Source: an optimization exercise on an open RTL-to-GDS flow (aim: small area and a short achievable clock period). Production flows keep margins and buffers that such runs may drop.
Function was checked by simulation only, so behaviour that the tests miss may differ from the original.
Power and IR drop assume default switching activity.

== build 38 ==
// multiplier
module multiplier #(parameter N = 32) (
    input logic CLK, EN_mult, EN_blockRead, rst_n,
    input logic [15:0] mult_input0,
    input logic [15:0] mult_input1,
    input logic [N - 1:0] readMem_val,
    output logic RDY_mult, EN_readMem, EN_writeMem, VALID_memVal,
    output logic [N - 1:0] writeMem_val, memVal_data,
    output logic [5:0] writeMem_addr, readMem_addr
    );
    logic st_init, st_w, st_wf, st_f, st_r;
    logic [2:0] pipe_en;
    logic [5:0] wa, ra;
    logic vld;
    logic wr;          
    logic nxt_w;
    assign nxt_w = st_init | (st_w & ~(wr & (&wa))) | (st_r & (&ra));
    always_ff @(posedge CLK) begin
        if (!rst_n) begin
            st_init <= 1'b1; st_w <= 1'b0; st_wf <= 1'b0; st_f <= 1'b0; st_r <= 1'b0;
            pipe_en <= 3'b0;
            wr <= 1'b0;
            wa <= 6'd0;
            ra <= 6'd0;
            vld <= 1'b0;
        end else begin
            pipe_en <= {pipe_en[1:0], EN_mult};
            wr <= pipe_en[2] & nxt_w;
            st_init <= 1'b0;
            st_w  <= nxt_w;
            st_wf <= wr & (&wa);
            st_f  <= st_wf | (st_f & ~EN_blockRead);
            st_r  <= (st_f & EN_blockRead) | (st_r & ~(&ra));
            if (wr) wa <= wa + 6'd1;
            if (st_r) ra <= ra + 6'd1;
            vld <= st_r;
        end
    end
    assign RDY_mult = st_w;
    assign EN_writeMem = wr;
    assign EN_readMem = st_r;
    assign VALID_memVal = vld;
    assign writeMem_addr = wa;
    assign readMem_addr = ra;
    assign memVal_data = readMem_val;
    logic pp1;
    logic pp2;
    logic pp3;
    logic pp4;
    logic pp5;
    logic pp6;
    logic pp7;
    logic pp8;
    logic pp9;
    logic pp10;
    logic pp11;
    logic pp12;
    logic pp13;
    logic pp14;
    logic pp15;
    logic pp16;
    logic pp17;
    logic pp18;
    logic pp19;
    logic pp20;
    logic pp21;
    logic pp22;
    logic pp23;
    logic pp24;
    logic pp25;
    logic pp26;
    logic pp27;
    logic pp28;
    logic pp29;
    logic pp30;
    logic pp31;
    logic pp32;
    logic pp33;
    logic pp34;
    logic pp35;
    logic pp36;
    logic pp37;
    logic pp38;
  ...
Size in the first run: about 0.015 sq mm of cells after synthesis.
export LEC_CHECK = 0
export CAP_MARGIN = 20
export CORE_MARGIN = 2
export CORE_UTILIZATION = 65
export CTS_CLUSTER_DIAMETER = 65
export CTS_CLUSTER_SIZE = 30
export SETUP_SLACK_MARGIN = 1.9
export SLEW_MARGIN = 20
export SYNTH_HIERARCHICAL = 1
export SYNTH_MINIMUM_KEEP_SIZE = 0
create_clock -name core_clock -period 3.6 [get_ports {CLK}]
run.sh (not shown) runs the stock make flow with config.mk's settings and CLKGATE_MAP_FILE= SYNTH_SCRIPT=/design/flow/synth_recipe.tcl, a recipe that flattens the netlist after the stock synthesis.
Having completed the whole flow, build 38 delivered a layout that passed the timing, DRC and antenna checks.
Changes in build 96 relative to build 38:
- CTS_CLUSTER_DIAMETER: 65 -> 75
- CTS_CLUSTER_SIZE: 30 -> 25
- GPL_ROUTABILITY_DRIVEN: unset -> 0
==> comparison <==
Number of iterations in the first detailed-routing pass (lower): build 96. Wire length of the first global-routing pass, build 38 and build 96: smaller value in build 96. Build 96 vs. build 38: clock latency reported for the late side of the worst-skew pair went down by 20 ps.
Inputs modified between build 96 and build 92:
- SETUP_SLACK_MARGIN: 1.9 -> 1.8
- GPL_ROUTABILITY_DRIVEN: 0 -> unset
- CTS_CLUSTER_DIAMETER: 75 -> unset
- CTS_CLUSTER_SIZE: 25 -> unset
## What came out
A cell type of the slowest stage on the worst timing path of sky130_fd_sc_hd__fa_1 is what build 96 shows, while sky130_fd_sc_hd__fa_2 belongs to build 92. Cmp build 92 vs build 96: mean routed wirelength per cell higher in build 92. Summary of build 92 over build 96: count of instances resized after the clock tree is built -about 33%; combinational power -about 1%; flip-flop and latch count ~0 delta; delay of the slowest cell on the worst path +30 ps; clock buffer count from CTS +17. There was hardly any difference in net count of the finished layout between build 92 and build 96. For number of logic inverters in the finished layout, build 92 and build 96 come out practically identical. Diff build 96 -> build 92: routed wire length moved up; wire length of the first global-routing pass now larger; fraction of the cycle the final worst path needs grew by 2.3 points.
Edits applied to the flow inputs when going from build 92 to build 56:
- CORE_UTILIZATION changed from 65 to 55
- CTS_CLUSTER_SIZE newly set to 25
- SETUP_SLACK_MARGIN changed from 1.8 to 1.9
- CTS_CLUSTER_DIAMETER newly set to 75
[compare] base=build 92 new=build 56: placed cell count saw an increase; design area comparable; internal power contribution down 13%; number of buffers added on ports held.

==> static timing again, ports no longer ideal <==
How much do the figures lean on ideal ports? The routed layouts below were timed once more, with nothing changed but the port constraints.
Step 1, drivers: a clkbuf_16 drives CLK and a buf_2 each remaining input, both assumed.
Step 2 adds t to the input delays and takes it off the output delays; t is the mean of the earliest and latest rising clock arrival at the registers after step 1. Input paths then give back, and output paths get back, about the clock's delay inside the block.
Slacks: ideal / step 1 / step 2; pairs: ideal / step 1.
| run | t (ns) | slack for setup (ns) | worst hold slack (ns) |
|---|---|---|---|
| build 38 | 0.562 | 1.880 / 1.833 / 1.330 | 0.332 / 0.332 / 0.332 |
| build 96 | 0.551 | 1.881 / 1.846 / 1.334 | 0.330 / 0.330 / 0.330 |
| build 92 | 0.548 | 1.796 / 1.772 / 1.274 | 0.325 / 0.325 / 0.325 |
| build 56 | 0.552 | 1.871 / 1.840 / 1.321 | 0.329 / 0.329 / 0.329 |
After both steps every run listed still meets setup and hold.
